Background: an optimization exercise with open tools, aiming at small area and a short achievable clock period. Do not read the settings as production practice. Function was not checked in any run shown here: the RTL went through the layout flow alone.

==> flow/design.v (outline; a module is shown in full before it is edited, if it fits) <==
// module sqrt_16s: 711 lines
module sqrt_16s (
    input         clk,
    input  [15:0] data_i,
    input         vld_i,
    output [15:0] data_o,
    output        vld_o
);
  // ...
==> flow/flow/run.sh <==
#!/bin/bash
# The standard layout (the standard.sh: ORFS synthesis to final), with buf_2
# cells as the port buffers and a clock tree of clkbuf_8 without dummy loads.
bash standard.sh \
  "BUFFER_PORTS_ARGS=-buffer_cell sky130_fd_sc_hd__buf_2" \
  "CTS_ARGS=-sink_clustering_enable -repair_clock_nets -dont_use_dummy_load -buf_list sky130_fd_sc_hd__clkbuf_8 -sink_clustering_size 14 -sink_clustering_max_diameter 50" \
  finish > standard.log 2>&1
==> flow/standard.sh <==
#!/bin/bash
# synth_recipe.tcl (not shown) runs the flow's synth.tcl, then flattens the netlist and writes it again
# the make line also repeats each setting of config.mk as NAME=value (left out here)
make -C /OpenROAD-flow-scripts/flow DESIGN_CONFIG=/design/flow/config.mk WORK_HOME=/design/flow/orfs CLKGATE_MAP_FILE= SYNTH_SCRIPT=/design/flow/synth_recipe.tcl "${@:-finish}"
==> flow/config.mk <==
export PLATFORM = sky130hd
export DESIGN_NAME = sqrt_16s
export DESIGN_NICKNAME = sqrt_16s
export VERILOG_FILES = /design/flow/design.v
export SDC_FILE = /design/flow/constraint.sdc
export NUM_CORES = 4
export LEC_CHECK = 0
export ABC_AREA = 1
export CAP_MARGIN = 20
export CORE_MARGIN = 2
export CORE_UTILIZATION = 40
export SETUP_SLACK_MARGIN = 1.1
export SLEW_MARGIN = 20
==> flow/constraint.sdc <==
create_clock -name core_clock -period 3.0 [get_ports {clk}]
set_input_delay 0.6000 -clock core_clock [delete_from_list [all_inputs] [get_ports {clk}]]
set_output_delay 0.6000 -clock core_clock [all_outputs]
set_load 0.01 [all_outputs]
==> impl_results.md, run 1 <==
* Cts repair resizes at 0
* Vias in the first global route at 7951
* Sequential-to-total area share from yosys stat at about 50%
* Busiest grt layer: met2
* Layout Cell Area excl Fill at about 13000 um^2
* Fin nets at 1516
* Post-Synth Adder-Cell Area at 1.438%
* Starting density of the core at 40.63%
* CTS buffer count at 35
* Clock buffer count at 35
* Initial antenna violation count at 0
* Die H at 174.7 um
* # DRC at 0
* HPWL after DPL at 13670 um
* Outcome: complete, no violations
* Grt met1 use at roughly an eighth
* Total grt overflow at 0
* Area grow syn2layout at 10.32%
* Cell Chain, Critical Path: buf_2, inv_12, ha_4, o21a_1, nand2_1, a21oi_1, or2_1, nand2_1, nand3_2, ha_4, inv_2
* Crit-path max FO at 4
* Clock-cell share of area at around 3.7%
* Worst relative slew slack at 60.31%
* Synth Area in Compound Gates at under 10%
* Finished Core Util at 44.82%
* Worst R2R Setup Slack at roughly 1.3 ns
* Largest family of logic cells by synthesized area: simple AND/OR/NAND/NOR gates
* Finished Layout Cells at 1870
* Longest Clk Path Bufs at 3
* Worst Path Arrival at 2.19 ns
* WHS Endpoint: x_r3[7]$_DFF_P_
* Clock Latency Late Sink at roughly 0.53 ns
* CP startpoint kind: input port
* Multi-input combinational area share at 37.86%
* Max Slew Vio Count at 0
* Most common cell after layout, fill and taps aside: nand2_1
* Crit path launch: data_i[13]
* Number of flops mapped to enable cells by yosys at 0
* Worst Slack Setup Final at 1.224 ns
* CTS Hold Bufs at 0
* Die Area at between 30000 and 40000 um^2
* Fraction of registers with async set/reset at 0%
==> run 2: changes to the inputs <==
--- a/flow/design.v
+++ b/flow/design.v
@@ -1,99 +1,289 @@
 module sqrt_16s (
     input         clk,
     input  [15:0] data_i,
     input         vld_i,
     output [15:0] data_o,
     output        vld_o
 );
-    function [4:0] tbl2;
-        input [3:0] v;
+    function [8:0] tbl4;
+        input [7:0] v;
         case (v)
-            4'd0: tbl2 = {2'd0, 3'd0};
-            4'd1: tbl2 = {2'd1, 3'd0};
-            4'd2: tbl2 = {2'd1, 3'd1};
-            4'd3: tbl2 = {2'd1, 3'd2};
-            4'd4: tbl2 = {2'd2, 3'd0};
-            4'd5: tbl2 = {2'd2, 3'd1};
-            4'd6: tbl2 = {2'd2, 3'd2};
-            4'd7: tbl2 = {2'd2, 3'd3};
-            4'd8: tbl2 = {2'd2, 3'd4};
-            4'd9: tbl2 = {2'd3, 3'd0};
-            4'd10: tbl2 = {2'd3, 3'd1};
-            4'd11: tbl2 = {2'd3, 3'd2};
-            4'd12: tbl2 = {2'd3, 3'd3};
-            4'd13: tbl2 = {2'd3, 3'd4};
-            4'd14: tbl2 = {2'd3, 3'd5};
-            4'd15: tbl2 = {2'd3, 3'd6};
-            default: tbl2 = 5'bx;
+            8'd0: tbl4 = {4'd0, 5'd0};
+            8'd1: tbl4 = {4'd1, 5'd0};
+            8'd2: tbl4 = {4'd1, 5'd1};
+            8'd3: tbl4 = {4'd1, 5'd2};
+            8'd4: tbl4 = {4'd2, 5'd0};
+            8'd5: tbl4 = {4'd2, 5'd1};
+            8'd6: tbl4 = {4'd2, 5'd2};
+            8'd7: tbl4 = {4'd2, 5'd3};
+            8'd8: tbl4 = {4'd2, 5'd4};
+            8'd9: tbl4 = {4'd3, 5'd0};
+            8'd10: tbl4 = {4'd3, 5'd1};
+            8'd11: tbl4 = {4'd3, 5'd2};
+            8'd12: tbl4 = {4'd3, 5'd3};
+            8'd13: tbl4 = {4'd3, 5'd4};
+            8'd14: tbl4 = {4'd3, 5'd5};
+            8'd15: tbl4 = {4'd3, 5'd6};
+            8'd16: tbl4 = {4'd4, 5'd0};
+            8'd17: tbl4 = {4'd4, 5'd1};
+            8'd18: tbl4 = {4'd4, 5'd2};
+            8'd19: tbl4 = {4'd4, 5'd3};
+            8'd20: tbl4 = {4'd4, 5'd4};
+            8'd21: tbl4 = {4'd4, 5'd5};
+            8'd22: tbl4 = {4'd4, 5'd6};
+            8'd23: tbl4 = {4'd4, 5'd7};
+            8'd24: tbl4 = {4'd4, 5'd8};
+            8'd25: tbl4 = {4'd5, 5'd0};
+            8'd26: tbl4 = {4'd5, 5'd1};
+            8'd27: tbl4 = {4'd5, 5'd2};
+            8'd28: tbl4 = {4'd5, 5'd3};
+            8'd29: tbl4 = {4'd5, 5'd4};
+            8'd30: tbl4 = {4'd5, 5'd5};
+            8'd31: tbl4 = {4'd5, 5'd6};
+            8'd32: tbl4 = {4'd5, 5'd7};
+            8'd33: tbl4 = {4'd5, 5'd8};
+            8'd34: tbl4 = {4'd5, 5'd9};
+            8'd35: tbl4 = {4'd5, 5'd10};
+            8'd36: tbl4 = {4'd6, 5'd0};
+            8'd37: tbl4 = {4'd6, 5'd1};
+            8'd38: tbl4 = {4'd6, 5'd2};
+            8'd39: tbl4 = {4'd6, 5'd3};
+            8'd40: tbl4 = {4'd6, 5'd4};
+            8'd41: tbl4 = {4'd6, 5'd5};
+            8'd42: tbl4 = {4'd6, 5'd6};
+            8'd43: tbl4 = {4'd6, 5'd7};
+            8'd44: tbl4 = {4'd6, 5'd8};
+            8'd45: tbl4 = {4'd6, 5'd9};
+            8'd46: tbl4 = {4'd6, 5'd10};
+            8'd47: tbl4 = {4'd6, 5'd11};
+            8'd48: tbl4 = {4'd6, 5'd12};
+            8'd49: tbl4 = {4'd7, 5'd0};
+            8'd50: tbl4 = {4'd7, 5'd1};
+            8'd51: tbl4 = {4'd7, 5'd2};
+            8'd52: tbl4 = {4'd7, 5'd3};
+            8'd53: tbl4 = {4'd7, 5'd4};
+            8'd54: tbl4 = {4'd7, 5'd5};
+            8'd55: tbl4 = {4'd7, 5'd6};
+            8'd56: tbl4 = {4'd7, 5'd7};
+            8'd57: tbl4 = {4'd7, 5'd8};
+            8'd58: tbl4 = {4'd7, 5'd9};
+            8'd59: tbl4 = {4'd7, 5'd10};
+            8'd60: tbl4 = {4'd7, 5'd11};
+            8'd61: tbl4 = {4'd7, 5'd12};
+            8'd62: tbl4 = {4'd7, 5'd13};
+            8'd63: tbl4 = {4'd7, 5'd14};
+            8'd64: tbl4 = {4'd8, 5'd0};
+            8'd65: tbl4 = {4'd8, 5'd1};
+            8'd66: tbl4 = {4'd8, 5'd2};
+            8'd67: tbl4 = {4'd8, 5'd3};
+            8'd68: tbl4 = {4'd8, 5'd4};
+            8'd69: tbl4 = {4'd8, 5'd5};
+            8'd70: tbl4 = {4'd8, 5'd6};
+            8'd71: tbl4 = {4'd8, 5'd7};
+            8'd72: tbl4 = {4'd8, 5'd8};
+            8'd73: tbl4 = {4'd8, 5'd9};
+            8'd74: tbl4 = {4'd8, 5'd10};
+            8'd75: tbl4 = {4'd8, 5'd11};
+            8'd76: tbl4 = {4'd8, 5'd12};
+            8'd77: tbl4 = {4'd8, 5'd13};
+            8'd78: tbl4 = {4'd8, 5'd14};
+            8'd79: tbl4 = {4'd8, 5'd15};
+            8'd80: tbl4 = {4'd8, 5'd16};
+            8'd81: tbl4 = {4'd9, 5'd0};
+            8'd82: tbl4 = {4'd9, 5'd1};
+            8'd83: tbl4 = {4'd9, 5'd2};
+            8'd84: tbl4 = {4'd9, 5'd3};
+            8'd85: tbl4 = {4'd9, 5'd4};
+            8'd86: tbl4 = {4'd9, 5'd5};
+            8'd87: tbl4 = {4'd9, 5'd6};
+            8'd88: tbl4 = {4'd9, 5'd7};
+            8'd89: tbl4 = {4'd9, 5'd8};
+            8'd90: tbl4 = {4'd9, 5'd9};
+            8'd91: tbl4 = {4'd9, 5'd10};
+            8'd92: tbl4 = {4'd9, 5'd11};
+            8'd93: tbl4 = {4'd9, 5'd12};
+            8'd94: tbl4 = {4'd9, 5'd13};
+            8'd95: tbl4 = {4'd9, 5'd14};
+            8'd96: tbl4 = {4'd9, 5'd15};
+            8'd97: tbl4 = {4'd9, 5'd16};
+            8'd98: tbl4 = {4'd9, 5'd17};
+            8'd99: tbl4 = {4'd9, 5'd18};
+            8'd100: tbl4 = {4'd10, 5'd0};
+            8'd101: tbl4 = {4'd10, 5'd1};
+            8'd102: tbl4 = {4'd10, 5'd2};
+            8'd103: tbl4 = {4'd10, 5'd3};
+            8'd104: tbl4 = {4'd10, 5'd4};
+            8'd105: tbl4 = {4'd10, 5'd5};
+            8'd106: tbl4 = {4'd10, 5'd6};
+            8'd107: tbl4 = {4'd10, 5'd7};
+            8'd108: tbl4 = {4'd10, 5'd8};
+            8'd109: tbl4 = {4'd10, 5'd9};
+            8'd110: tbl4 = {4'd10, 5'd10};
+            8'd111: tbl4 = {4'd10, 5'd11};
+            8'd112: tbl4 = {4'd10, 5'd12};
+            8'd113: tbl4 = {4'd10, 5'd13};
+            8'd114: tbl4 = {4'd10, 5'd14};
+            8'd115: tbl4 = {4'd10, 5'd15};
+            8'd116: tbl4 = {4'd10, 5'd16};
+            8'd117: tbl4 = {4'd10, 5'd17};
+            8'd118: tbl4 = {4'd10, 5'd18};
+            8'd119: tbl4 = {4'd10, 5'd19};
+            8'd120: tbl4 = {4'd10, 5'd20};
+            8'd121: tbl4 = {4'd11, 5'd0};
+            8'd122: tbl4 = {4'd11, 5'd1};
+            8'd123: tbl4 = {4'd11, 5'd2};
+            8'd124: tbl4 = {4'd11, 5'd3};
+            8'd125: tbl4 = {4'd11, 5'd4};
+            8'd126: tbl4 = {4'd11, 5'd5};
+            8'd127: tbl4 = {4'd11, 5'd6};
+            8'd128: tbl4 = {4'd11, 5'd7};
+            8'd129: tbl4 = {4'd11, 5'd8};
+            8'd130: tbl4 = {4'd11, 5'd9};
+            8'd131: tbl4 = {4'd11, 5'd10};
+            8'd132: tbl4 = {4'd11, 5'd11};
+            8'd133: tbl4 = {4'd11, 5'd12};
+            8'd134: tbl4 = {4'd11, 5'd13};
+            8'd135: tbl4 = {4'd11, 5'd14};
+            8'd136: tbl4 = {4'd11, 5'd15};
+            8'd137: tbl4 = {4'd11, 5'd16};
+            8'd138: tbl4 = {4'd11, 5'd17};
+            8'd139: tbl4 = {4'd11, 5'd18};
+            8'd140: tbl4 = {4'd11, 5'd19};
+            8'd141: tbl4 = {4'd11, 5'd20};
+            8'd142: tbl4 = {4'd11, 5'd21};
+            8'd143: tbl4 = {4'd11, 5'd22};
+            8'd144: tbl4 = {4'd12, 5'd0};
+            8'd145: tbl4 = {4'd12, 5'd1};
+            8'd146: tbl4 = {4'd12, 5'd2};
+            8'd147: tbl4 = {4'd12, 5'd3};
+            8'd148: tbl4 = {4'd12, 5'd4};
+            8'd149: tbl4 = {4'd12, 5'd5};
+            8'd150: tbl4 = {4'd12, 5'd6};
+            8'd151: tbl4 = {4'd12, 5'd7};
+            8'd152: tbl4 = {4'd12, 5'd8};
+            8'd153: tbl4 = {4'd12, 5'd9};
+            8'd154: tbl4 = {4'd12, 5'd10};
+            8'd155: tbl4 = {4'd12, 5'd11};
+            8'd156: tbl4 = {4'd12, 5'd12};
+            8'd157: tbl4 = {4'd12, 5'd13};
+            8'd158: tbl4 = {4'd12, 5'd14};
+            8'd159: tbl4 = {4'd12, 5'd15};
+            8'd160: tbl4 = {4'd12, 5'd16};
+            8'd161: tbl4 = {4'd12, 5'd17};
+            8'd162: tbl4 = {4'd12, 5'd18};
+            8'd163: tbl4 = {4'd12, 5'd19};
+            8'd164: tbl4 = {4'd12, 5'd20};
+            8'd165: tbl4 = {4'd12, 5'd21};
+            8'd166: tbl4 = {4'd12, 5'd22};
+            8'd167: tbl4 = {4'd12, 5'd23};
+            8'd168: tbl4 = {4'd12, 5'd24};
+            8'd169: tbl4 = {4'd13, 5'd0};
+            8'd170: tbl4 = {4'd13, 5'd1};
+            8'd171: tbl4 = {4'd13, 5'd2};
+            8'd172: tbl4 = {4'd13, 5'd3};
+            8'd173: tbl4 = {4'd13, 5'd4};
+            8'd174: tbl4 = {4'd13, 5'd5};
+            8'd175: tbl4 = {4'd13, 5'd6};
+            8'd176: tbl4 = {4'd13, 5'd7};
+            8'd177: tbl4 = {4'd13, 5'd8};
+            8'd178: tbl4 = {4'd13, 5'd9};
+            8'd179: tbl4 = {4'd13, 5'd10};
+            8'd180: tbl4 = {4'd13, 5'd11};
+            8'd181: tbl4 = {4'd13, 5'd12};
+            8'd182: tbl4 = {4'd13, 5'd13};
+            8'd183: tbl4 = {4'd13, 5'd14};
+            8'd184: tbl4 = {4'd13, 5'd15};
+            8'd185: tbl4 = {4'd13, 5'd16};
+            8'd186: tbl4 = {4'd13, 5'd17};
+            8'd187: tbl4 = {4'd13, 5'd18};
+            8'd188: tbl4 = {4'd13, 5'd19};
+            8'd189: tbl4 = {4'd13, 5'd20};
+            8'd190: tbl4 = {4'd13, 5'd21};
+            8'd191: tbl4 = {4'd13, 5'd22};
+            8'd192: tbl4 = {4'd13, 5'd23};
+            8'd193: tbl4 = {4'd13, 5'd24};
+            8'd194: tbl4 = {4'd13, 5'd25};
+            8'd195: tbl4 = {4'd13, 5'd26};
+            8'd196: tbl4 = {4'd14, 5'd0};
+            8'd197: tbl4 = {4'd14, 5'd1};
+            8'd198: tbl4 = {4'd14, 5'd2};
+            8'd199: tbl4 = {4'd14, 5'd3};
+            8'd200: tbl4 = {4'd14, 5'd4};
+            8'd201: tbl4 = {4'd14, 5'd5};
+            8'd202: tbl4 = {4'd14, 5'd6};
+            8'd203: tbl4 = {4'd14, 5'd7};
+            8'd204: tbl4 = {4'd14, 5'd8};
+            8'd205: tbl4 = {4'd14, 5'd9};
+            8'd206: tbl4 = {4'd14, 5'd10};
+            8'd207: tbl4 = {4'd14, 5'd11};
+            8'd208: tbl4 = {4'd14, 5'd12};
+            8'd209: tbl4 = {4'd14, 5'd13};
+            8'd210: tbl4 = {4'd14, 5'd14};
+            8'd211: tbl4 = {4'd14, 5'd15};
+            8'd212: tbl4 = {4'd14, 5'd16};
+            8'd213: tbl4 = {4'd14, 5'd17};
+            8'd214: tbl4 = {4'd14, 5'd18};
+            8'd215: tbl4 = {4'd14, 5'd19};
+            8'd216: tbl4 = {4'd14, 5'd20};
+            8'd217: tbl4 = {4'd14, 5'd21};
+            8'd218: tbl4 = {4'd14, 5'd22};
+            8'd219: tbl4 = {4'd14, 5'd23};
+            8'd220: tbl4 = {4'd14, 5'd24};
+            8'd221: tbl4 = {4'd14, 5'd25};
+            8'd222: tbl4 = {4'd14, 5'd26};
+            8'd223: tbl4 = {4'd14, 5'd27};
+            8'd224: tbl4 = {4'd14, 5'd28};
+            8'd225: tbl4 = {4'd15, 5'd0};
+            8'd226: tbl4 = {4'd15, 5'd1};
+            8'd227: tbl4 = {4'd15, 5'd2};
+            8'd228: tbl4 = {4'd15, 5'd3};
+            8'd229: tbl4 = {4'd15, 5'd4};
+            8'd230: tbl4 = {4'd15, 5'd5};
+            8'd231: tbl4 = {4'd15, 5'd6};
+            8'd232: tbl4 = {4'd15, 5'd7};
+            8'd233: tbl4 = {4'd15, 5'd8};
+            8'd234: tbl4 = {4'd15, 5'd9};
+            8'd235: tbl4 = {4'd15, 5'd10};
+            8'd236: tbl4 = {4'd15, 5'd11};
+            8'd237: tbl4 = {4'd15, 5'd12};
+            8'd238: tbl4 = {4'd15, 5'd13};
+            8'd239: tbl4 = {4'd15, 5'd14};
+            8'd240: tbl4 = {4'd15, 5'd15};
+            8'd241: tbl4 = {4'd15, 5'd16};
+            8'd242: tbl4 = {4'd15, 5'd17};
+            8'd243: tbl4 = {4'd15, 5'd18};
+            8'd244: tbl4 = {4'd15, 5'd19};
+            8'd245: tbl4 = {4'd15, 5'd20};
+            8'd246: tbl4 = {4'd15, 5'd21};
+            8'd247: tbl4 = {4'd15, 5'd22};
+            8'd248: tbl4 = {4'd15, 5'd23};
+            8'd249: tbl4 = {4'd15, 5'd24};
+            8'd250: tbl4 = {4'd15, 5'd25};
+            8'd251: tbl4 = {4'd15, 5'd26};
+            8'd252: tbl4 = {4'd15, 5'd27};
+            8'd253: tbl4 = {4'd15, 5'd28};
+            8'd254: tbl4 = {4'd15, 5'd29};
+            8'd255: tbl4 = {4'd15, 5'd30};
+            default: tbl4 = 9'bx;
         endcase
     endfunction
-    wire [4:0] t2 = tbl2(data_i[15:12]);
-    wire [1:0] q2 = t2[4:3];
-    wire [2:0] r2 = t2[2:0];
-    wire [11:0] x2 = data_i[11:0];
-    wire [4:0] a3 = {r2, x2[11:10]};
-    wire [4:0] b3 = {1'b0, q2, 2'b01};
-    wire [4:0] g3_0 = ~a3 & b3;
-    wire [4:0] p3_0 = ~a3 | b3;
-    wire g3_1_1 = g3_0[1] | (p3_0[1] & g3_0[0]);
-    wire p3_1_1 = p3_0[1] & p3_0[0];
-    wire g3_1_3 = g3_0[3] | (p3_0[3] & g3_0[2]);
-    wire p3_1_3 = p3_0[3] & p3_0[2];
-    wire g3_2_3 = g3_1_3 | (p3_1_3 & g3_1_1);
-    wire p3_2_3 = p3_1_3 & p3_1_1;
-    wire g3_6_2 = g3_0[2] | (p3_0[2] & g3_1_1);
-    wire p3_6_2 = p3_0[2] & p3_1_1;
-    wire g3_6_4 = g3_0[4] | (p3_0[4] & g3_2_3);
-    wire p3_6_4 = p3_0[4] & p3_2_3;
-    wire s3 = g3_6_4;
-    wire [3:0] c3 = {g3_6_2, g3_1_1, g3_0[0], 1'b0};
-    wire [3:0] r3 = a3[3:0] ^ ({4{~s3}} & (b3[3:0] ^ c3));
-    wire [2:0] q3 = {q2, ~s3};
-    wire [9:0] x3 = x2[9:0];
-    reg  [2:0] q_r3;
-    always @(posedge clk) q_r3 <= q3;
-    reg  [3:0] r_r3;
-    always @(posedge clk) r_r3 <= r3;
-    reg  [9:0] x_r3;
-    always @(posedge clk) x_r3 <= x3;
-    reg  [0:0] v_r3;
-    always @(posedge clk) v_r3 <= vld_i;
-    wire [5:0] a4 = {r_r3, x_r3[9:8]};
-    wire [5:0] b4 = {1'b0, q_r3, 2'b01};
-    wire [5:0] g4_0 = ~a4 & b4;
-    wire [5:0] p4_0 = ~a4 | b4;
-    wire g4_1_1 = g4_0[1] | (p4_0[1] & g4_0[0]);
-    wire p4_1_1 = p4_0[1] & p4_0[0];
-    wire g4_1_3 = g4_0[3] | (p4_0[3] & g4_0[2]);
-    wire p4_1_3 = p4_0[3] & p4_0[2];
-    wire g4_1_5 = g4_0[5] | (p4_0[5] & g4_0[4]);
-    wire p4_1_5 = p4_0[5] & p4_0[4];
-    wire g4_2_3 = g4_1_3 | (p4_1_3 & g4_1_1);
-    wire p4_2_3 = p4_1_3 & p4_1_1;
-    wire g4_5_5 = g4_1_5 | (p4_1_5 & g4_2_3);
-    wire p4_5_5 = p4_1_5 & p4_2_3;
-    wire g4_6_2 = g4_0[2] | (p4_0[2] & g4_1_1);
-    wire p4_6_2 = p4_0[2] & p4_1_1;
-    wire g4_6_4 = g4_0[4] | (p4_0[4] & g4_2_3);
-    wire p4_6_4 = p4_0[4] & p4_2_3;
-    wire s4 = g4_5_5;
-    wire [4:0] c4 = {g4_2_3, g4_6_2, g4_1_1, g4_0[0], 1'b0};
-    wire [4:0] r4 = a4[4:0] ^ ({5{~s4}} & (b4[4:0] ^ c4));
-    wire [3:0] q4 = {q_r3, ~s4};
-    wire [7:0] x4 = x_r3[7:0];
+    wire [8:0] t4 = tbl4(data_i[15:8]);
+    wire [3:0] q4 = t4[8:5];
+    wire [4:0] r4 = t4[4:0];
+    wire [7:0] x4 = data_i[7:0];
     reg  [3:0] q_r4;
     always @(posedge clk) q_r4 <= q4;
     reg  [4:0] r_r4;
     always @(posedge clk) r_r4 <= r4;
     reg  [7:0] x_r4;
     always @(posedge clk) x_r4 <= x4;
     reg  [0:0] v_r4;
-    always @(posedge clk) v_r4 <= v_r3;
+    always @(posedge clk) v_r4 <= vld_i;
     wire [6:0] a5 = {r_r4, x_r4[7:6]};
     wire [6:0] b5 = {1'b0, q_r4, 2'b01};
     wire [6:0] g5_0 = ~a5 & b5;
     wire [6:0] p5_0 = ~a5 | b5;
     wire g5_1_1 = g5_0[1] | (p5_0[1] & g5_0[0]);
     wire p5_1_1 = p5_0[1] & p5_0[0];
     wire g5_1_3 = g5_0[3] | (p5_0[3] & g5_0[2]);
     wire p5_1_3 = p5_0[3] & p5_0[2];
==> flow/run.sh (new file) <==
#!/bin/bash
# synth_recipe.tcl (not shown) runs the flow's synth.tcl, then flattens the netlist and writes it again
# the make line also repeats each setting of config.mk as NAME=value (left out here)
make -C /OpenROAD-flow-scripts/flow DESIGN_CONFIG=/design/flow/config.mk WORK_HOME=/design/flow/orfs CLKGATE_MAP_FILE= SYNTH_SCRIPT=/design/flow/synth_recipe.tcl finish
==> flow/config.mk (replaced) <==
export PLATFORM = sky130hd
export DESIGN_NAME = sqrt_16s
export DESIGN_NICKNAME = sqrt_16s
export VERILOG_FILES = /design/flow/design.v
export SDC_FILE = /design/flow/constraint.sdc
export NUM_CORES = 4
export LEC_CHECK = 0
export ABC_AREA = 1
export CAP_MARGIN = 20
export CORE_MARGIN = 2
export CORE_UTILIZATION = 40
export SETUP_SLACK_MARGIN = 1.4
export SLEW_MARGIN = 20
removed: flow/flow/run.sh
removed: flow/standard.sh
==> run 2 against run 1 <==
Synthesized cell count is 6.9% higher; cell area rose by 22%; highest routed layer unchanged.
==> impl_results.md, run 2 <==
* Synth Cell Area at 11800 um^2 (was 11660 um^2)
* Setup violators final at 0 (unchanged)
* Yosys reg bits at 275 (was 293)
* Worst R2R Setup Slack at 1.28 ns (was 1.25 ns)
* Final setup TNS at 0 ns (unchanged)
* Sequential-to-total area share from yosys stat at 46.64% (was 50.30%)
* WHS Endpoint: x_r6[1]$_DFF_P_ (was x_r3[7]$_DFF_P_)
* Vias in the first global route at 9093 (was 7951)
* Fmax at 579.9 MHz (was 563.0 MHz)
* Synth top area cells: dfxtp_1 (47%), nand2_1 (11%), inv_1 (7.8%), xor2_1 (6.6%), nand3_1 (4.7%) (was dfxtp_1 (50%), nand2_1 (11%), inv_1 (7.6%), xor2_1 (7.1%), nand3_1 (3.8%))
* Diode count at 0 (unchanged)
* Die width at 175.8 um (was 174.7 um)
* Setup Skew at 0.01884 ns (was 0.05944 ns)
* Reg-to-Reg End: r_r12[2]$_DFF_P_ (was r_r8[1]$_DFF_P_)
* Routed vias at 9773 (was 8333)
* Post-Synth Adder-Cell Area at 1.314% (was 1.438%)
* Root buffer cell: clkbuf_16 (was clkbuf_8)
* Starting density of the core at 40.90% (was 40.63%)
* Fraction of registers with async set/reset at 0% (unchanged)
* Most frequent cells in the layout: nand2_1 (264), inv_1 (199), dfxtp_1 (198) (was nand2_1 (327), dfxtp_1 (287), inv_1 (233))
* Largest regs: q_r16: 16 flops, q_r15: 15 flops (unchanged)
* Die Area at 30900 um^2 (was 30530 um^2)
* Synth Area in Compound Gates at 9.720% (was 7.221%)
* Fill cells at 2579 (was 2790)
* Drt pass-1 iters at 5 (was 9)
* Worst-path clk slew at 0.06 ns (was 0.08 ns)
* First-pass GRT wire length at 39050 um (was 31950 um)
* Core box area at 28860 um^2 (was 28700 um^2)
* Worst relative slew slack at 58.37% (was 60.31%)
* H-tree Lvls at 1 (was 2)
* Worst min-delay path category: reg -> reg (was in -> reg)
* Via density at 4.687 (was 4.456)
* Largest register by flop count: q_r16 (unchanged)
* Area grow syn2layout at 32.45% (was 10.32%)
* Max Slew Vio Count at 0 (unchanged)
* Routability cong. at 0.7987 (was 0.7658)
* R2R depth at 11 (unchanged)
* Crit path launch: r_r11[2]$_DFF_P_ (was data_i[13])
* Total track usage at 14.97% (was 12.33%)
* MaxCap Viol Count at 0 (unchanged)
* Fraction of layout cells with a size suffix above 1 at 35.39% (was 12.79%)
* YS warnings at 1 (unchanged)
* Fin. Hold Viols at 0 (unchanged)
* I/O pin total at 35 (unchanged)
* Antenna Violating Nets Remaining at 0 (unchanged)
* Commonest cells in the netlist: nand2_1 (360), dfxtp_1 (275), inv_1 (244) (was nand2_1 (328), dfxtp_1 (293), inv_1 (236))
* Core Rows at 62 (unchanged)
* Critical path class: reg -> reg (was in -> reg)
* Slew @ Worst Pin at 0.6244 ns (was 0.5953 ns)
* Avg Inst Size Synth at 7.776 um^2 (was 8.212 um^2)
* Mux share of post-synthesis cell area at 0% (unchanged)
* Finished Core Util at 54.18% (was 44.82%)
* Most frequent cell after synthesis: nand2_1 (unchanged)
* Fin nets at 1707 (was 1516)
* Area fraction of the dominant cell type after synthesis at 46.64% (was 50.30%)
* Most common cell after layout, fill and taps aside: nand2_1 (unchanged)
* CTS Hold Bufs at 0 (unchanged)
* Largest net degree at the start of global routing at 24 (was 17)
* Largest family of logic cells by synthesized area: simple AND/OR/NAND/NOR gates (unchanged)
* Hold Worst Slack at 0.3205 ns (was 0.1610 ns)
* Worst Path Arrival at 2.16 ns (was 2.19 ns)
* Wirelength, routed at 24570 um (was 18130 um)
* Worst r2r src: r_r11[2]$_DFF_P_ (was q_r7[0]$_DFF_P_)
* I/O Buffers at 34 (unchanged)
* Placed Area at 12550 um^2 (was 12290 um^2)
* Layout Cell Area excl Fill at 15630 um^2 (was 12860 um^2)
* Longest Clk Path Bufs at 3 (unchanged)
* Area leader, netlist: dfxtp_1 (unchanged)
* Die H at 175.8 um (was 174.7 um)
* Period utilisation layout at 57.48% (was 59.21%)
* RSZ-0062 raised after global routing: true (unchanged)
* Synth cell types at 54 (was 50)
* Avg WL per Cell at 11.78 um (was 9.695 um)
* Synth Flop Type: dfxtp_1 (unchanged)
* # DRC at 0 (unchanged)
* CTS tree: done (unchanged)
* HPWL after DPL at 15570 um (was 13670 um)
* Hold Path Depth at 0 (was 1)
* Data required, critical path at 3.43 ns (was 3.41 ns)
* Syn_nets at 1546 (was 1448)
* Initial antenna violation count at 0 (unchanged)
* XOR/XNOR Fraction of Synth Area at 8.151% (was 8.777%)
* Clock Latency Late Sink at 0.54 ns (was 0.53 ns)
* Crit-path max FO at 4 (unchanged)
* Outcome: complete, no violations (unchanged)
* Number of flops mapped to enable cells by yosys at 0 (unchanged)
* Largest register FFs at 16 (unchanged)
* Synth Area in Simple Gates at 24.99% (was 23.56%)
* CP startpoint kind: register (was input port)
* CTS buffer count at 29 (was 35)
* HP Start: x_r5[1]$_DFF_P_ (was data_i[7])
* Clock sink total at 275 (was 293)
* Iter 0 DRT Violations at 434 (was 273)
* Minimum clock period at 1.724 ns (was 1.776 ns)
* CP Capture Type: register (unchanged)
* Total grt overflow at 0 (unchanged)
* Synth Instances at 1518 (was 1420)
-- run 2: how the worst max path moves through the flow --
stage                        to  slack (ns)  depth (start not counted)
2_1_floorplan   r_r4[1]$_DFF_P_        1.28                         10
3_3_place_gp    r_r4[2]$_DFF_P_        0.51                         10
3_5_place_dp    r_r4[2]$_DFF_P_        0.49                         10
4_1_cts         r_r8[1]$_DFF_P_        1.31                         12
5_1_grt         r_r8[1]$_DFF_P_        1.20                         12
6_report       r_r12[2]$_DFF_P_        1.28                         11
-- run 2: timing repair --
action | 4_1_cts | 5_1_grt
hold endpoints to repair | 0 | 0
setup buffers | 60 | 43
pin swaps | 56 | 116
resized for setup | 234 | 330
gates cloned | 6 | 0
setup endpoints to repair | 123 | 126
-- run 2: through the flow --
| step | cells | setup slack, ns |
|---|---|---|
| 6_report | 2085 | 1.276 |
| 5_1_grt | 2085 | 1.204 |
| 3_3_place_gp | 1923 | 0.5069 |
| 2_1_floorplan | 1518 | 1.282 |
| 3_5_place_dp | 1923 | 0.4911 |
| 4_1_cts | 2042 | 1.308 |
-- run 2: layout make-up --
class	instances	area, um^2	share of cell area, %
Clock buffer	41	820.8	5.250
Clock inverter	12	125.1	0.8003
Inverter	258	999.7	6.395
Multi-Input combinational cell	973	6460	41.32
Sequential cell	275	5607	35.86
Tap cell	384	480.5	3.073
Timing Repair Buffer	140	1122	7.179
Timing Repair inverter	2	18.77	0.1200
-- run 2: logic make-up (layout without fill, tap and decap cells) --
| logic type | after synthesis | in the layout |
|---|---|---|
| buffers and inverters | 274 | 453 |
| XOR/XNOR | 109 | 109 |
| adder cells (fa/ha/maj) | 13 | 13 |
| AO/OA/AOI/OAI | 191 | 191 |
| AND/OR/NAND/NOR | 656 | 660 |
| flip-flops | 275 | 275 |
-- run 2: worst max-delay path, stage by stage, from the launching register on --
cell and delay [ns]:
dfxtp_1 0.30, inv_1 0.12, nand3_1 0.12, o21ai_2 0.11
nand2_2 0.10, nand3_4 0.10, nand3_4 0.09, nand2_4 0.08
nand2_4 0.05, nand2_4 0.10, clkinvlp_4 0.18, or2_1 0.26
-- run 2: per-layer routing --
metal	up-vias	routed length, um	global-route usage, %
met5	-	0	0
met4	0	944	5.682
met3	78	782	2.273
met2	174	13350	30.15
met1	4424	9484	15.30
li1	5097	-	-
==> run 3: changes to the inputs <==
--- a/flow/config.mk
+++ b/flow/config.mk
@@ -9,5 +9,5 @@
 export CAP_MARGIN = 20
 export CORE_MARGIN = 2
 export CORE_UTILIZATION = 40
-export SETUP_SLACK_MARGIN = 1.4
+export SETUP_SLACK_MARGIN = 1.1
 export SLEW_MARGIN = 20
==> run 3 against run 2 <==
Still clean; routed wire length decreased by 14%; cell area decreased by 13%; die area unchanged; critical path type unchanged.
==> impl_results.md, run 3 <==
* Total track usage at 13.68% (was 14.97%)
* Largest register by flop count: q_r16 (unchanged)
* Diode count at 0 (unchanged)
* Fin. Hold Viols at 0 (unchanged)
* Area fraction of the dominant cell type after synthesis at 46.64% (unchanged)
* Fill cells at 2845 (was 2579)
* Longest Clk Path Bufs at 3 (unchanged)
* Synth Cell Area at 11800 um^2 (unchanged)
* Number of flops mapped to enable cells by yosys at 0 (unchanged)
* Worst Path Arrival at 2.19 ns (was 2.16 ns)
* YS warnings at 1 (unchanged)
* Crit-path max FO at 7 (was 4)
* Synth top area cells: dfxtp_1 (47%), nand2_1 (11%), inv_1 (7.8%), xor2_1 (6.6%), nand3_1 (4.7%) (unchanged)
* Fin nets at 1609 (was 1707)
* Sequential-to-total area share from yosys stat at 46.64% (unchanged)
* Setup violators final at 0 (unchanged)
* Largest regs: q_r16: 16 flops, q_r15: 15 flops (unchanged)
* Setup WS pre-CTS at 0.3837 ns (was 0.4911 ns)
* Worst min-delay path category: reg -> reg (unchanged)
* Iter 0 DRT Violations at 410 (was 434)
* HPWL after DPL at 15850 um (was 15570 um)
* Clock sink total at 275 (unchanged)
* Synth cell types at 54 (unchanged)
* CTS tree: done (unchanged)
* Routability cong. at 0.8556 (was 0.7987)
* Outcome: complete, no violations (unchanged)
* I/O Buffers at 34 (unchanged)
* RSZ-0062 raised after global routing: false (was true)
* Total grt overflow at 0 (unchanged)
* Most frequent cells in the layout: nand2_1 (352), dfxtp_1 (271), inv_1 (242) (was nand2_1 (264), inv_1 (199), dfxtp_1 (198))
* CTS buffer count at 29 (unchanged)
* Critical path class: reg -> reg (unchanged)
* Core Rows at 62 (unchanged)
* Antenna Violating Nets Remaining at 0 (unchanged)
* Most frequent cell after synthesis: nand2_1 (unchanged)
* CP Capture Type: register (unchanged)
* Placed Area at 12560 um^2 (was 12550 um^2)
* First-pass GRT wire length at 36050 um (was 39050 um)
* H-tree Lvls at 1 (unchanged)
* Data required, critical path at 3.42 ns (was 3.43 ns)
* Area leader, netlist: dfxtp_1 (unchanged)
* Die H at 175.8 um (unchanged)
* Layout Cell Area excl Fill at 13660 um^2 (was 15630 um^2)
* Finished Core Util at 47.33% (was 54.18%)
* Routed vias at 9094 (was 9773)
* Largest net degree at the start of global routing at 20 (was 24)
* Yosys reg bits at 275 (unchanged)
* Root buffer cell: clkbuf_16 (unchanged)
* Worst-path clk slew at 0.06 ns (about the same)
* Worst relative slew slack at 44.10% (was 58.37%)
* Fraction of layout cells with a size suffix above 1 at 10.79% (was 35.39%)
* Avg Inst Size Synth at 7.776 um^2 (unchanged)
* # DRC at 0 (unchanged)
* Vias in the first global route at 8568 (was 9093)
* Max Slew Vio Count at 0 (unchanged)
* Core box area at 28860 um^2 (unchanged)
* Clock Latency Late Sink at 0.55 ns (was 0.54 ns)
* Period utilisation layout at 59.10% (was 57.48%)
* Area grow syn2layout at 15.71% (was 32.45%)
* Largest register FFs at 16 (unchanged)
* Setup Skew at 0.02894 ns (was 0.01884 ns)
* MaxCap Viol Count at 0 (unchanged)
* Synth Instances at 1518 (unchanged)
* Minimum clock period at 1.773 ns (was 1.724 ns)
* Final setup TNS at 0 ns (unchanged)
* CP startpoint kind: register (unchanged)
* Initial antenna violation count at 0 (unchanged)
* Synth Flop Type: dfxtp_1 (unchanged)
* Drt pass-1 iters at 5 (unchanged)
* Syn_nets at 1546 (unchanged)
* Worst Slack Setup Final at 1.227 ns (was 1.276 ns)
* Wirelength, routed at 21180 um (was 24570 um)
* Fmax at 564.0 MHz (was 579.9 MHz)
* I/O pin total at 35 (unchanged)
* Via density at 4.574 (was 4.687)
* Die width at 175.8 um (unchanged)
* Fraction of registers with async set/reset at 0% (unchanged)
* Die Area at 30900 um^2 (unchanged)
* Commonest cells in the netlist: nand2_1 (360), dfxtp_1 (275), inv_1 (244) (unchanged)
* Slew @ Worst Pin at 0.8385 ns (was 0.6244 ns)
* Most common cell after layout, fill and taps aside: nand2_1 (unchanged)
* Avg WL per Cell at 10.65 um (was 11.78 um)
* Starting density of the core at 40.90% (unchanged)
run 3: cell counts after synthesis:
Identical to the previous run, type by type.
run 3: layer usage:
layer  track usage, %  wire length (um)  share of wire (%)
met5                0                 0                  0
met4            4.511               612                2.9
met3            2.229               719                3.4
met2            27.62             11200                 53
met1            14.08              8649                 41
run 3: final timing paths:
kind | start | endpoint | slack (ns) | cells after the start
max | q_r7[0]$_DFF_P_ | r_r8[1]$_DFF_P_ | 1.23 | 11
min | v_r14$_DFF_P_ | v_r15$_DFF_P_ | 0.32 | 0
max reg2reg | q_r7[0]$_DFF_P_ | r_r8[1]$_DFF_P_ | 1.23 | 11
min reg2reg | v_r14$_DFF_P_ | v_r15$_DFF_P_ | 0.32 | 0
run 3: repair_timing:
item                       in CTS  in global routing
gates cloned                    0                  1
pin swaps                       1                  7
setup buffers                   0                  7
setup endpoints to repair      23                 35
hold buffers                    0                  0
resized for setup              27                 33
hold endpoints to repair        0                  0
run 3: cells by family after synthesis:
group,after synthesis,share of synthesized area [%]
xor+xnor,109,8.151
fa+ha+maj,13,1.314
buf+inv,274,9.180
compound gates,191,9.720
flops,275,46.64
simple gates,656,24.99
run 3: cell type report:
type	count	area (um^2)	share of cell area, %
Sequential cell	275	5510	40.34
Clock inverter	13	105.1	0.7695
Timing Repair Buffer	47	415.4	3.041
Clock buffer	41	840.8	6.156
Inverter	258	978.4	7.164
Tap cell	384	480.5	3.518
Multi-Input combinational cell	970	5328	39.01
run 3: stage by stage:
step | hold WS [ns] | instances
floorplan | 0.3096 | 1518
global placement | 0.3101 | 1926
detailed placement | 0.3121 | 1926
CTS | 0.3258 | 1980
global route | 0.3310 | 1988
finish | 0.3240 | 1988
run 3: worst max-delay path: stages, from the launching register on:
cell	delay, ns
dfxtp_1	0.39
nor2_1	0.10
a21oi_4	0.14
nand2_2	0.09
a21oi_4	0.20
nand3_2	0.11
nand2_2	0.08
nand2_2	0.08
nand2_4	0.08
inv_4	0.06
ha_1	0.19
xor2_1	0.13
==> run 4: changes to the inputs <==
==> flow/flow/run.sh (new file) <==
#!/bin/bash
# The standard layout (the standard.sh: ORFS synthesis to final), with buf_2
# cells as the port buffers and a clock tree of clkbuf_8 without dummy loads.
bash standard.sh \
  "BUFFER_PORTS_ARGS=-buffer_cell sky130_fd_sc_hd__buf_2" \
  "CTS_ARGS=-sink_clustering_enable -repair_clock_nets -dont_use_dummy_load -buf_list sky130_fd_sc_hd__clkbuf_8 -sink_clustering_size 14 -sink_clustering_max_diameter 50" \
  finish > standard.log 2>&1
==> flow/standard.sh (new file) <==
#!/bin/bash
# synth_recipe.tcl (not shown) runs the flow's synth.tcl, then flattens the netlist and writes it again
# the make line also repeats each setting of config.mk as NAME=value (left out here)
make -C /OpenROAD-flow-scripts/flow DESIGN_CONFIG=/design/flow/config.mk WORK_HOME=/design/flow/orfs CLKGATE_MAP_FILE= SYNTH_SCRIPT=/design/flow/synth_recipe.tcl "${@:-finish}"
removed: flow/run.sh
==> run 4 against run 3 <==
Still clean on timing, DRC and antenna; critical endpoint is now r_r8[0]$_DFF_P_; die area is the same; utilization decreased by 2.5 points; sequential share of layout area is 2.3 points higher; worst setup slack worse by 0.025 ns; register-to-register slack worse by 0.03 ns.
==> impl_results.md, run 4 <==
* Minimum clock period at 1.798 ns (was 1.773 ns)
* CTS buffer count at 30 (was 29)
* Clock sink total at 275 (unchanged)
* Routed vias at 9000 (was 9094)
* Worst min-delay path category: in -> reg (was reg -> reg)
* Synth Instances at 1518 (unchanged)
* Area grow syn2layout at 9.519% (was 15.71%)
* Most common cell after layout, fill and taps aside: nand2_1 (unchanged)
* First-pass GRT wire length at 35580 um (was 36050 um)
* Most frequent cell after synthesis: nand2_1 (unchanged)
* # DRC at 0 (unchanged)
* Fmax at 556.2 MHz (was 564.0 MHz)
* Fraction of layout cells with a size suffix above 1 at 11.29% (was 10.79%)
* Vias in the first global route at 8447 (was 8568)
* Finished Core Util at 44.80% (was 47.33%)
* Avg Inst Size Synth at 7.776 um^2 (unchanged)
* Slew @ Worst Pin at 0.7061 ns (was 0.8385 ns)
* Worst-path clk slew at 0.08 ns (was 0.06 ns)
* Total grt overflow at 0 (unchanged)
* Max Slew Vio Count at 0 (unchanged)
* Root buffer cell: clkbuf_8 (was clkbuf_16)
* Synth top area cells: dfxtp_1 (47%), nand2_1 (11%), inv_1 (7.8%), xor2_1 (6.6%), nand3_1 (4.7%) (unchanged)
* Starting density of the core at 40.90% (unchanged)
* Antenna Violating Nets Remaining at 0 (unchanged)
* Worst relative slew slack at 52.92% (was 44.10%)
* Largest register FFs at 16 (unchanged)
* Die H at 175.8 um (unchanged)
* Die Area at 30900 um^2 (unchanged)
* Area fraction of the dominant cell type after synthesis at 46.64% (unchanged)
* Data required, critical path at 3.43 ns (was 3.42 ns)
* Outcome: complete, no violations (unchanged)
* Critical path class: reg -> reg (unchanged)
* Total track usage at 13.65% (was 13.68%)
* Sequential-to-total area share from yosys stat at 46.64% (unchanged)
* H-tree Lvls at 1 (unchanged)
* Wirelength, routed at 20800 um (was 21180 um)
* Avg WL per Cell at 10.61 um (was 10.65 um)
* HPWL after DPL at 16000 um (was 15850 um)
* Area leader, netlist: dfxtp_1 (unchanged)
* I/O pin total at 35 (unchanged)
* Clock Latency Late Sink at 0.57 ns (was 0.55 ns)
* Commonest cells in the netlist: nand2_1 (360), dfxtp_1 (275), inv_1 (244) (unchanged)
* Crit-path max FO at 7 (unchanged)
* Fin nets at 1606 (was 1609)
* CTS tree: done (unchanged)
* Most frequent cells in the layout: nand2_1 (354), dfxtp_1 (267), inv_1 (244) (was nand2_1 (352), dfxtp_1 (271), inv_1 (242))
* Via density at 4.592 (was 4.574)
* Setup WS pre-CTS at 0.7979 ns (was 0.3837 ns)
* Setup Skew at 0.04331 ns (was 0.02894 ns)
* Synth Cell Area at 11800 um^2 (unchanged)
* Synth cell types at 54 (unchanged)
* YS warnings at 1 (unchanged)
* Die width at 175.8 um (unchanged)
* Largest net degree at the start of global routing at 24 (was 20)
* Yosys reg bits at 275 (unchanged)
* Largest regs: q_r16: 16 flops, q_r15: 15 flops (unchanged)
* Worst Path Arrival at 2.23 ns (was 2.19 ns)
* Initial antenna violation count at 0 (unchanged)
* MaxCap Viol Count at 0 (unchanged)
* Number of flops mapped to enable cells by yosys at 0 (unchanged)
* Fraction of registers with async set/reset at 0% (unchanged)
* Diode count at 0 (unchanged)
* CP Capture Type: register (unchanged)
* RSZ-0062 raised after global routing: false (unchanged)
* Iter 0 DRT Violations at 352 (was 410)
* CP startpoint kind: register (unchanged)
* Core Rows at 62 (unchanged)
* Largest register by flop count: q_r16 (unchanged)
* Longest Clk Path Bufs at 3 (unchanged)
* Drt pass-1 iters at 5 (unchanged)
* I/O Buffers at 34 (unchanged)
* Fin. Hold Viols at 0 (unchanged)
* Final setup TNS at 0 ns (unchanged)
* Period utilisation layout at 59.93% (was 59.10%)
* Setup violators final at 0 (unchanged)
* Routability cong. at 0.8299 (was 0.8556)
* Worst Slack Setup Final at 1.202 ns (was 1.227 ns)
* Syn_nets at 1546 (unchanged)
* Synth Flop Type: dfxtp_1 (unchanged)
* Core box area at 28860 um^2 (unchanged)
[run 4: area by class of cell]
cell class | instances | area (um^2)
fill | 2886 | 15930
sequential | 275 | 5515
multi-input combinational | 969 | 5295
inverter | 258 | 978.4
tap | 384 | 480.5
clock buffer | 30 | 412.9
timing repair buffer | 44 | 245.2
[run 4: timing repair]
action,4_1_cts,5_1_grt
hold buffers,0,0
endpoints found under the setup margin,0,34
setup buffers,0,6
gates resized for setup,0,28
[run 4: kinds of logic (layout without fill, tap and decap cells)]
group           Yosys count  count (layout)  share of synthesized area, %
xor+xnor                109             109                         8.151
buf+inv                 274             332                         9.180
fa+ha+maj                13              13                         1.314
flops                   275             275                         46.64
compound gates          191             191                         9.720
simple gates            656             656                         24.99
[run 4: path summary, 6_finish.rpt]
check / startpoint / end / slack (ns) / depth (start not counted)
hold reg to reg: v_r6$_DFF_P_ / v_r7$_DFF_P_ / 0.33 / 0
setup / recovery: x_r7[0]$_DFF_P_ / r_r8[0]$_DFF_P_ / 1.20 / 12
hold / removal: data_i[1] / x_r4[1]$_DFF_P_ / 0.14 / 1
setup reg to reg: x_r7[0]$_DFF_P_ / r_r8[0]$_DFF_P_ / 1.20 / 12
[run 4: through the flow]
step	instance area [um^2]	std cells	hold slack (ns)
floorplan	11800	1518	0.3096
global placement	12370	1924	0.3102
detailed placement	12370	1924	0.3121
CTS	12780	1954	0.08583
global route	12930	1960	0.08625
finish	12930	1960	0.1429
[run 4: metal layers]
metal	vias to the layer above	share of wire, %	GRT usage (%)
li1	4855	-	-
met1	3993	42	14.30
met2	104	52	26.92
met3	48	2.9	2.143
met4	0	3.6	5.372
met5	-	0	0
[run 4: worst max-delay path, cell delays in order (launching register included)]
cell and delay [ns]:
dfxtp_1 0.31, inv_1 0.08, nand2_2 0.07, a21oi_2 0.17
nand2_2 0.10, a21oi_4 0.20, nand3_2 0.12, nand2_2 0.09
nand2_2 0.07, nand2_2 0.09, inv_4 0.06, ha_1 0.28
inv_1 0.04

-- separate check: timing with driven ports --
How much do the figures lean on ideal ports? The routed layouts below were timed once more, with nothing changed but the port constraints.
Step 1 assumes that a clkbuf_16 drives the clock port and a buf_2 every other input.
Step 2 adds t to the input delays and takes it off the output delays; t is the mean of the earliest and latest rising clock arrival at the registers after step 1. Input paths then give back, and output paths get back, about the clock's delay inside the block.
Three values: no drivers, after step 1, after step 2; two values: the first two.
| run | t, ns | setup WS [ns] | worst slew at a driven data input, ns |
|---|---|---|---|
| run 1 | 0.550 | 1.224 / 1.245 / 0.695 | 0.03 |
| run 2 | 0.577 | 1.276 / 1.276 / 0.992 | 0.04 |
| run 3 | 0.585 | 1.227 / 1.227 / 0.707 | 0.03 |
| run 4 | 0.587 | 1.202 / 1.202 / 0.803 | 0.03 |
After both steps setup and hold are still met in every run listed. The setup slack of run 1, which loses most, moves by +0.021 ns with the drivers and by -0.529 ns with both steps.
